Context: an optimization exercise on an open-source flow, tuned for small area and a short achievable clock period. The choices shown serve that exercise and are no tape-out recipe.
RTL that was checked went through simulation tests only; none was proved equivalent to the original.

==> run a <==
Design montgomery_top, start of the top module:
module montgomery_top (
    input           clk     ,
    input           rst_n   ,
    input           en      ,
    input   [11:0]  a       ,
    input   [11:0]  b       ,
    output          busy    ,
    output          done    ,
    output  [11:0]  r
);
Settings: LEC_CHECK=0, CAP_MARGIN=20, CORE_MARGIN=2, CORE_UTILIZATION=40, SLEW_MARGIN=20; clock period 8.0 ns.
run.sh (not shown) runs the stock make flow with config.mk's settings and CLKGATE_MAP_FILE= SYNTH_SCRIPT=/design/flow/synth_recipe.tcl, a recipe that flattens the netlist after the stock synthesis.
==> inputs of run b, as changes to run a <==
--- a/flow/config.mk
+++ b/flow/config.mk
@@ -5,7 +5,9 @@
 export SDC_FILE = /design/flow/constraint.sdc
 export NUM_CORES = 4
 export LEC_CHECK = 0
+export ABC_CLOCK_PERIOD_IN_PS = 3500
 export CAP_MARGIN = 20
 export CORE_MARGIN = 2
 export CORE_UTILIZATION = 40
+export SETUP_SLACK_MARGIN = 4.4
 export SLEW_MARGIN = 20
==> summary of the runs <==
In synthesized area, run b and run a do not differ.
Non-clock buffer count: run a is lower than run b (16).
Of run b and run a, run a has the higher worst hold slack (gap 0.0024 ns).
Against run a, the first-iteration DRC count of run b is higher by 22%.
Against run b, the register-to-register slack of run a is worse by 0.35 ns.
Function was not checked in any run of this note: the RTL went through the layout flow alone.

* * *

==> inputs of 01-13 <==
Another version of the RTL of montgomery_top (not shown whole).
==> module montgomery_top, before the edit <==
module montgomery_top (
    input           clk     ,
    input           rst_n   ,
    input           en      ,
    input   [11:0]  a       ,
    input   [11:0]  b       ,
    output          busy    ,
    output          done    ,
    output  [11:0]  r
);
reg [4:0] vld;
always @(posedge clk) begin
    if (!rst_n) vld <= 5'd0;
    else        vld <= {vld[3:0], en};
end
assign done = vld[4];
assign busy = en | done;
reg [11:0] a0, b0;
always @(posedge clk) begin
    a0 <= a;
    b0 <= b;
end
montgomery_multiply u_mm (.clk(clk), .a0(a0), .b0(b0), .r(r));
endmodule
==> flow/config.mk <==
export PLATFORM = sky130hd
export DESIGN_NAME = montgomery_top
export DESIGN_NICKNAME = montgomery_top
export VERILOG_FILES = /design/flow/design.v
export SDC_FILE = /design/flow/constraint.sdc
export NUM_CORES = 4
export LEC_CHECK = 0
export ABC_CLOCK_PERIOD_IN_PS = 3500
export CAP_MARGIN = 20
export CORE_MARGIN = 2
export CORE_UTILIZATION = 65
export CTS_BUF_LIST = sky130_fd_sc_hd__clkbuf_8
export CTS_CLUSTER_SIZE = 40
export GPL_ROUTABILITY_DRIVEN = 0
export GPL_TIMING_DRIVEN = 0
export SETUP_SLACK_MARGIN = 4.6
export SLEW_MARGIN = 20
export SYNTH_HIERARCHICAL = 1
==> flow/constraint.sdc <==
create_clock -name core_clock -period 8.0 [get_ports {clk}]
set_input_delay 1.6000 -clock core_clock [delete_from_list [all_inputs] [get_ports {clk}]]
set_output_delay 1.6000 -clock core_clock [all_outputs]
set_load 0.01 [all_outputs]
standard.sh (not shown) runs the stock make flow with config.mk's settings and CLKGATE_MAP_FILE= SYNTH_SCRIPT=/design/flow/synth_recipe.tcl, a recipe that flattens the netlist after the stock synthesis.
==> flow/flow/run.sh <==
#!/bin/bash
# Standard layout, with the port buffers made from the smallest plain buffer, no
# dummy loads in the clock tree, and busy's OR rebuilt as nor2 + inv (busy.tcl).
set -euo pipefail
here=$(pwd)
bash standard.sh "BUFFER_PORTS_ARGS=-buffer_cell sky130_fd_sc_hd__buf_1" \
  "CTS_ARGS=-sink_clustering_enable -repair_clock_nets -dont_use_dummy_load -sink_clustering_size 40 -buf_list sky130_fd_sc_hd__clkbuf_8" \
  "PRE_GLOBAL_PLACE_TCL=$here/flow/busy.tcl" \
  finish > standard_flow.log 2>&1
==> flow/flow/busy.tcl <==
# Before global placement: rebuild busy = en | done as nor2 + inv, which is
# faster than an or2 on the input-to-output path. Same function.
set drv ""
foreach pin [get_pins -of_objects [get_nets busy]] {
  if {[get_property $pin direction] == "output"} { set drv $pin }
}
if {$drv != ""} {
  set inst [get_cells -of_objects $drv]
  set cell [get_property $inst ref_name]
  if {[string match "sky130_fd_sc_hd__or2_*" $cell]} {
    set name [get_property $inst name]
    set na [get_nets -of_objects [get_pins $name/A]]
    set nb [get_nets -of_objects [get_pins $name/B]]
    set ny [get_nets -of_objects [get_pins $name/X]]
    delete_instance $name
    set mid [make_net busy_nor_n]
    make_instance busy_nor sky130_fd_sc_hd__nor2_2
    make_instance busy_inv sky130_fd_sc_hd__inv_2
    connect_pin $na busy_nor/A
    connect_pin $nb busy_nor/B
    connect_pin $mid busy_nor/Y
    connect_pin $mid busy_inv/A
    connect_pin $ny busy_inv/Y
    foreach p {busy_nor/A busy_nor/B busy_nor/Y busy_inv/A busy_inv/Y} {
      if {[get_nets -quiet -of_objects [get_pins $p]] == ""} { error "busy.tcl: $p not connected" }
    }
    puts "busy.tcl: replaced $name ($cell) by nor2 + inv"
  }
}
==> 03-11: changes against 01-13 <==
GPL_ROUTABILITY_DRIVEN = not set   (was 0)
GPL_TIMING_DRIVEN = not set   (was 0)
==> 12-25: changes against 01-13 <==
--- a/flow/design.v
+++ b/flow/design.v
@@ -1571,15 +1571,10 @@
 );
-reg [4:0] vld;
+reg [3:0] vld;
 always @(posedge clk) begin
-    if (!rst_n) vld <= 5'd0;
-    else        vld <= {vld[3:0], en};
+    if (!rst_n) vld <= 4'd0;
+    else        vld <= {vld[2:0], en};
 end
-assign done = vld[4];
+assign done = vld[3];
 assign busy = en | done;
-reg [11:0] a0, b0;
-always @(posedge clk) begin
-    a0 <= a;
-    b0 <= b;
-end
-montgomery_multiply u_mm (.clk(clk), .a0(a0), .b0(b0), .r(r));
+montgomery_multiply u_mm (.clk(clk), .a0(a), .b0(b), .r(r));
 endmodule
GPL_ROUTABILITY_DRIVEN = not set   (was 0)
GPL_TIMING_DRIVEN = not set   (was 0)
==> 08-05: changes against 01-13 <==
GPL_ROUTABILITY_DRIVEN = not set   (was 0)
GPL_TIMING_DRIVEN = not set   (was 0)
SETUP_SLACK_MARGIN = 4.7   (was 4.6)
==> comparison table <==
Run status: 08-05 finished clean; 12-25 finished clean; 03-11 finished clean; 01-13 finished clean
Source of the critical timing path: 08-05 en; 12-25 a[1]; 03-11 en; 01-13 a0[0]
Met3 wire length: 08-05 846 um; 12-25 802 um; 03-11 753 um; 01-13 713 um
Total met2 wirelength after detailed routing: 08-05 8.195 mm; 12-25 8.117 mm; 03-11 7.954 mm; 01-13 7.405 mm
Overall routing resource usage: 08-05 25.61%; 12-25 26.16%; 03-11 25.23%; 01-13 24.17%
Post-synthesis average cell area: 08-05 11.78 um^2; 12-25 11.48 um^2; 03-11 11.78 um^2; 01-13 11.78 um^2
Post-synthesis compound-gate area fraction: 08-05 3.809%; 12-25 4.059%; 03-11 3.809%; 01-13 3.809%
Nature of the critical path startpoint: 08-05 primary input; 12-25 primary input; 03-11 primary input; 01-13 flip-flop
Launch instance of the worst register-to-register path: 08-05 u_mm.px1[0]; 12-25 u_mm.cy1; 03-11 b0[4]; 01-13 a0[0]
Vias in the first global route: 08-05 5538; 12-25 5392; 03-11 5462; 01-13 5452
Crit Path Class: 08-05 primary input to output port; 12-25 primary input to flip-flop; 03-11 primary input to output port; 01-13 flip-flop to flip-flop
Resized cells post-CTS: 08-05 76; 12-25 138; 03-11 47; 01-13 42
Sequential share of cell area: 08-05 28.14%; 12-25 22.69%; 03-11 28.89%; 01-13 27.94%
Fraction of standard cell area in multi-input logic: 08-05 60.05%; 12-25 63.98%; 03-11 60.75%; 01-13 59.65%
Final nets: 08-05 1023; 12-25 983; 03-11 1005; 01-13 1031
Crit path capture type: 08-05 output port; 12-25 flip-flop; 03-11 output port; 01-13 flip-flop
Mean number of vias per cell: 08-05 5.324; 12-25 5.593; 03-11 5.352; 01-13 5.198
Placed Area: 08-05 0.008582 mm^2; 12-25 0.008285 mm^2; 03-11 0.008582 mm^2; 01-13 0.008707 mm^2
Length in cells of the worst reg-to-reg path: 08-05 15; 12-25 15; 03-11 10; 01-13 11
Number of cells on the critical path: 08-05 4; 12-25 11; 03-11 4; 01-13 11
Proportion of layout cells with a drive suffix above 1: 08-05 20.62%; 12-25 29.76%; 03-11 14.91%; 01-13 15.69%
H-Tree Depth: 08-05 4; 12-25 3; 03-11 4; 01-13 4
Average wire length per cell after detail routing: 08-05 16.46 um; 12-25 17.62 um; 03-11 16.39 um; 01-13 15.05 um
Function not checked in 12-25: the RTL went through the layout flow alone.

separate check: timing with driven ports:
No port has a modelled driver above. Below, the same layouts with a new extraction and two added sets of constraints.
Step 1 sets driving cells, clkbuf_16 on the clock port and buf_2 on the other inputs (assumed; they add their load-dependent delay and slew).
Step 2, shift: input delay + t, output delay - t, t = (earliest + latest rising clock arrival at the registers) / 2. This alone moves slack from input paths to output paths.
a / b / c = ideal ports / drivers / drivers and shift; a / b = the first two.
run	t, ns	setup slack, ns	pins driven straight from the clock port
run a	0.460	3.639 / 3.615 / 3.615	1
run b	0.474	4.257 / 4.257 / 4.257	1
01-13	0.463	4.455 / 4.436 / 4.436	1
03-11	0.463	4.485 / 4.440 / 4.440	1
12-25	0.379	3.523 / 3.501 / 3.122	1
08-05	0.460	4.483 / 4.440 / 4.440	1
After both steps every run listed still meets setup and hold. For 12-25, which loses most, drivers alone change the setup slack by -0.022 ns; drivers and shift together by -0.401 ns.
